Source: an optimization exercise on an open RTL-to-GDS flow (aim: small area). Production flows keep margins and buffers that such runs may drop.
Only simulation tests tie the RTL to the original design; equivalence was not proved.
The flow treats the clock pin as an ideal source, which a real chip does not have.
Power is estimated from default activity; no workload was simulated.

## red
==> flow/design.v (excerpt) <==
module multifunction_watch_top(
    input clk, reset_p,
    input [3:0] button,
    input [15:0] slide,
    output [7:0] seg,
    output [3:0] com,
    output [15:0] led,
    output buz);
export LEC_CHECK = 0
export CAP_MARGIN = 20
export CORE_MARGIN = 2
export CORE_UTILIZATION = 40
export SLEW_MARGIN = 20
create_clock -name core_clock -period 10.0 [get_ports {clk}]
standard.sh (not shown) runs the stock make flow with config.mk's settings and CLKGATE_MAP_FILE= SYNTH_SCRIPT=/design/flow/synth_recipe.tcl, a recipe that flattens the netlist after the stock synthesis.
==> flow/flow/run.sh <==
#!/bin/bash
# Standard ORFS layout with three changes, all in a private copy of the ORFS
# scripts: synthesis maps adders through ABC with an area-oriented ABC script,
# ports get the smallest buffer, and the clock tree is built from small
# clock buffers without dummy loads, then leaf buffers are upsized only where
# the clock slew needs it; constant outputs share one tie cell.
set -euo pipefail
here=$(pwd)
rm -rf "$here/scripts_area"
cp -r "$FLOW_HOME/scripts" "$here/scripts_area"
cp "$here/flow/abc_area.script" "$here/scripts_area/abc_speed.script"
cp "$here/flow/upsize_clk.tcl" "$here/scripts_area/upsize_clk.tcl"
sed -i 's|^log_cmd clock_tree_synthesis {\*}\$cts_args$|&\nsource $::env(SCRIPTS_DIR)/upsize_clk.tcl\nupsize_clock_buffers 0.10|' "$here/scripts_area/cts.tcl"
grep -q upsize_clock_buffers "$here/scripts_area/cts.tcl"
bash standard.sh "SCRIPTS_DIR=$here/scripts_area" "ADDER_MAP_FILE=" "SKIP_REPAIR_TIE_FANOUT=1" \
  "BUFFER_PORTS_ARGS=-buffer_cell sky130_fd_sc_hd__buf_1" \
  "CTS_ARGS=-sink_clustering_enable -repair_clock_nets -buf_list sky130_fd_sc_hd__clkbuf_2 -dont_use_dummy_load" \
  finish > "$here/make_finish.log" 2>&1
==> flow/flow/abc_area.script <==
strash
&get -n
&deepsyn -T 30
&dch -f
&nf -R 1000 -p -a
&st
&dch -f
&nf -R 1000 -p -a
&put
==> flow/flow/upsize_clk.tcl <==
# Upsize clock buffers whose output slew is over a limit (placement estimate).
proc upsize_clock_buffers { limit } {
  set order {sky130_fd_sc_hd__clkbuf_1 sky130_fd_sc_hd__clkbuf_2 sky130_fd_sc_hd__clkbuf_4 sky130_fd_sc_hd__clkbuf_8 sky130_fd_sc_hd__clkbuf_16}
  for {set pass 0} {$pass < 6} {incr pass} {
    estimate_parasitics -placement
    set changed 0
    foreach inst [get_cells *] {
      set m [get_property $inst ref_name]
      set i [lsearch $order $m]
      if {$i < 0 || $i >= [llength $order] - 1} { continue }
      set worst 0
      foreach p [get_pins -of_objects [get_nets -of_objects [get_pins -of_objects $inst -filter "direction == output"]]] {
        set s [get_property $p slew_max]
        if {$s > $worst} { set worst $s }
      }
      if {$worst > $limit} {
        replace_cell $inst [lindex $order [expr {$i + 1}]]
        incr changed
      }
    }
    puts "upsize_clock_buffers: pass $pass upsized $changed"
    if {$changed == 0} { break }
  }
}
The following lists how blue was set up differently from red:
--- a/flow/flow/run.sh
+++ b/flow/flow/run.sh
@@ -13 +13 @@
-sed -i 's|^log_cmd clock_tree_synthesis {\*}\$cts_args$|&\nsource $::env(SCRIPTS_DIR)/upsize_clk.tcl\nupsize_clock_buffers 0.10|' "$here/scripts_area/cts.tcl"
+sed -i 's|^log_cmd clock_tree_synthesis {\*}\$cts_args$|&\nsource $::env(SCRIPTS_DIR)/upsize_clk.tcl\nupsize_clock_buffers 0.12|' "$here/scripts_area/cts.tcl"
Findings:
- The proportion of final cell area spent on non-clock buffers was comparable across blue and red.
- Per the comparison of blue with red, number of clock sinks held, leakage power decreased about 0.66%, proportion of cell area occupied by registers grew by 0.42 points.
- Relative area change from synthesis to final layout: blue < red
- blue | status: complete | timing, DRC, antenna: pass

## v34
Another version of the RTL of multifunction_watch_top (not shown whole).
Size: roughly 130 flip-flops.
Design multifunction_watch_top, start of the top module:
module multifunction_watch_top(
    input clk, reset_p,
    input [3:0] button,
    input [15:0] slide,
    output [7:0] seg,
    output [3:0] com,
    output [15:0] led,
    output buz);
Settings: LEC_CHECK=0, CAP_MARGIN=20, CORE_MARGIN=2, CORE_UTILIZATION=40, SLEW_MARGIN=20; clock period 10.0 ns.
==> flow/flow/run.sh <==
#!/bin/bash
# Standard ORFS layout with three changes, all in a private copy of the ORFS
# scripts: synthesis maps adders through ABC with an area-oriented ABC script,
# ports get the smallest buffer, and the clock tree is built from small
# clock buffers without dummy loads, then leaf buffers are upsized only where
# the clock slew needs it; constant outputs share one tie cell.
set -euo pipefail
here=$(pwd)
rm -rf "$here/scripts_area"
cp -r "$FLOW_HOME/scripts" "$here/scripts_area"
cp "$here/flow/abc_area.script" "$here/scripts_area/abc_speed.script"
cp "$here/flow/upsize_clk.tcl" "$here/scripts_area/upsize_clk.tcl"
sed -i 's|^log_cmd clock_tree_synthesis {\*}\$cts_args$|&\nsource $::env(SCRIPTS_DIR)/upsize_clk.tcl\nupsize_clock_buffers 0.11|' "$here/scripts_area/cts.tcl"
grep -q upsize_clock_buffers "$here/scripts_area/cts.tcl"
bash standard.sh "SCRIPTS_DIR=$here/scripts_area" "ADDER_MAP_FILE=" "SKIP_REPAIR_TIE_FANOUT=1" \
  "BUFFER_PORTS_ARGS=-buffer_cell sky130_fd_sc_hd__buf_1" \
  "CTS_ARGS=-sink_clustering_enable -repair_clock_nets -buf_list sky130_fd_sc_hd__clkbuf_2 -dont_use_dummy_load" \
  finish > "$here/make_finish.log" 2>&1
Scripts as last shown in full above: flow/flow/abc_area.script, flow/flow/upsize_clk.tcl
Input changes introduced in v13 (baseline for comparison: v34):
- PLACE_DENSITY now 0.75, previously not set
- CORE_UTILIZATION now 65, was 40
[summary]
Internal power component: v34 vs v13 — no meaningful difference
Fmax: v13 lower than v34
Relative to v34, the clock power measured on v13 has decreased slightly.
Going from v34 to v13, largest stage delay on the critical path about even, worst slew slack as a fraction of its limit decreased 9.6 points, worst path setup slack after routing now sits lower, worst hold slack after final layout flat.
Taking v13 as 1.0, v34 lands at 1.10 on met1 layer wirelength in the final routing.
v13 closes out successfully: all stages finished, all timing, DRC and antenna checks passed.

## what the ideal ports hide
The results above use ideal ports. As a check the final layouts listed here were re-extracted and re-timed, cells and wires unchanged.
Step 1 (the two cells are an assumption about what drives the block):
set clk [get_ports {clk}]
set_driving_cell -lib_cell sky130_fd_sc_hd__clkbuf_16 $clk
set_driving_cell -lib_cell sky130_fd_sc_hd__buf_2 [delete_from_list [all_inputs] $clk]
Step 2 also shifts input and output timing later by t, the mid clock arrival at the registers, as if the neighbouring blocks saw the same clock.
Three values: ideal, step 1, step 2; two values: the first two.
run	shift t [ns]	setup slack, ns	hold WS [ns]	slew at the worst register clock pin (ns)	worst slew at a driven data input, ns
red	0.398	5.151 / 5.162 / 4.764	0.439 / 0.439 / 0.439	0.09 / 0.09	0.03
blue	0.408	5.137 / 5.149 / 4.741	0.449 / 0.449 / 0.449	0.12 / 0.12	0.03
v34	0.385	6.162 / 6.161 / 5.790	0.460 / 0.460 / 0.460	0.10 / 0.10	0.03
v13	0.368	6.143 / 6.134 / 5.786	0.463 / 0.463 / 0.463	0.11 / 0.11	0.03
After both steps every run listed still meets setup and hold. For blue, which loses most, drivers alone change the setup slack by +0.012 ns; drivers and shift together by -0.396 ns.
